Background: an optimization exercise with open tools, aiming at small area, a short achievable clock period and few clock cycles per item. Do not read the settings as production practice.
The RTL was checked by simulation tests, not by an equivalence proof against the original design.

north:
## square_root_float
module square_root_float (
    input clk, rst,
    input start,
    input [31:0] u,
    output [31:0] out,
    output done, neg_flag
);
Size in the first run: roughly 960 cells after synthesis, roughly 79 flip-flops, about 69 I/O pins, ~7900 µm² of cells after synthesis.
Settings: LEC_CHECK=0, CAP_MARGIN=50, CORE_MARGIN=2, CORE_UTILIZATION=40, CTS_BUF_LIST=sky130_fd_sc_hd__clkbuf_8, SLEW_MARGIN=70; clock period 11.0 ns.
standard.sh (not shown) runs the stock make flow with config.mk's settings and CLKGATE_MAP_FILE= SYNTH_SCRIPT=/design/flow/synth_recipe.tcl, a recipe that flattens the netlist after the stock synthesis.
==> flow/flow/run.sh <==
#!/bin/bash
# Standard ORFS layout (the standard.sh, unchanged synthesis), with the
# timing repair after floorplan, CTS and global routing asked to leave a
# setup slack margin, so that it sizes and buffers the critical paths.
set -euo pipefail
bash standard.sh SETUP_SLACK_MARGIN=6.7 finish > standard.log 2>&1
Testbench counts of north, summed over its fixed seeds: cycles 43,995, items 1,600.
--- input diff north..south ---
- changing SLEW_MARGIN from 70 to 50
==> results.txt <==
- south was carried through to the last stage, and its layout satisfied the timing, DRC and antenna checks.
- Routed wire length (south over north): increase, 0.82%
- | final critical-path required period | south vs north | better |
- As far as combined global-route utilization of all metal layers is concerned, north and south perform about the same.
- Re hold slack: south and north aren't equal, and the lower value belongs to south.
- Design area delta (south − north): favourable
- Looking at layout overhead on the synthesized area across south and north, the one that comes out lower is south.
- south: share of cell area taken by flip-flops and latches 0.51 points above north
- Compared with north, south shows count of routing violations after the opening detailed-route iteration lower by 3.4%.
Modified inputs, east compared to south
- swapping 50 for 70 in SLEW_MARGIN
diff --git a/flow/flow/run.sh b/flow/flow/run.sh
--- a/flow/flow/run.sh
+++ b/flow/flow/run.sh
@@ -4,3 +4,3 @@
 # setup slack margin, so that it sizes and buffers the critical paths.
 set -euo pipefail
-bash standard.sh SETUP_SLACK_MARGIN=6.7 finish > standard.log 2>&1
+bash standard.sh SETUP_SLACK_MARGIN=7.0 finish > standard.log 2>&1
Against south, east reports a logic depth of the worst register-to-register path that is higher. Compared to south, east has design area 8.7% higher. Compared east vs south, and number of standard cells in the layout, taps in and fillers out is up in east. Simple-gate share of the synthesized area: east vs south identical. Going from south to east, worst hold-check slack shrinks by 0.029 ns. Relative to south, east improves worst setup slack. Max share of the core filled with cells across east and south: east.
Relative to east, the following input files were edited for west:
- swapping 40 for 55 in CORE_UTILIZATION
diff --git a/flow/flow/run.sh b/flow/flow/run.sh
--- a/flow/flow/run.sh
+++ b/flow/flow/run.sh
@@ -4,3 +4,3 @@
 # setup slack margin, so that it sizes and buffers the critical paths.
 set -euo pipefail
-bash standard.sh SETUP_SLACK_MARGIN=7.0 finish > standard.log 2>&1
+bash standard.sh SETUP_SLACK_MARGIN=6.7 finish > standard.log 2>&1
### Flow results
Wire length on met1 (higher): east
west against east: synthesized cell count shows no meaningful change, quantity of gates resized following cts fell 22.
In west, area of the die is lower than in east.
east has a lower all-layer global routing usage than west.
Compared with east, west shows a lower clock latency reported for the late side of the worst-skew pair.
Compare west and east | wire length higher: east
[inputs] middle vs west
- SLEW_MARGIN changed from 70 to 50
- CORE_UTILIZATION changed from 55 to 40
diff --git a/flow/flow/run.sh b/flow/flow/run.sh
--- a/flow/flow/run.sh
+++ b/flow/flow/run.sh
@@ -4,3 +4,3 @@
 # setup slack margin, so that it sizes and buffers the critical paths.
 set -euo pipefail
-bash standard.sh SETUP_SLACK_MARGIN=6.7 finish > standard.log 2>&1
+bash standard.sh SETUP_SLACK_MARGIN=7.0 finish > standard.log 2>&1
Notes after the runs:
The die outline area reported for middle is greater than that of west by 36%.
Between middle and west, final worst setup slack is lower for west, middle comes in above that.
Diff middle and west: synthesis-to-layout area growth higher in middle
Of middle and west, the run reporting the higher final critical delay including setup and external delays was west.
When middle is measured against west, its hold slack turns out 0.12 ns lower.
middle reports a higher first-pass GRT wire length than west does.

-- static timing again, ports no longer ideal --
The flow's constraints put no driver on any port. The routed layouts listed below were extracted and timed again, unchanged, in two steps. Step 1: set_driving_cell puts a clkbuf_16 on clk and a buf_2 on each other input, an assumption about the parent block. Step 2 moves the port delays by t, midway between the first and last clock arrival at a register: inputs arrive t later, outputs are due t later. That takes back most of the time a late clock gives input paths. Slacks: ideal ports / drivers / drivers and shift; pairs: ideal ports / drivers.
run	t (ns)	slack for setup (ns)	worst slew at a driven data input, ns
north	0.413	6.835 / 6.835 / 6.525	0.04
south	0.414	6.896 / 6.886 / 6.523	0.04
east	0.426	7.047 / 7.047 / 6.732	0.03
west	0.402	6.738 / 6.738 / 6.512	0.05
middle	0.407	7.056 / 7.052 / 6.675	0.03
After both steps every run listed still meets setup and hold. For middle, which loses most, drivers alone change the setup slack by -0.004 ns; drivers and shift together by -0.381 ns.
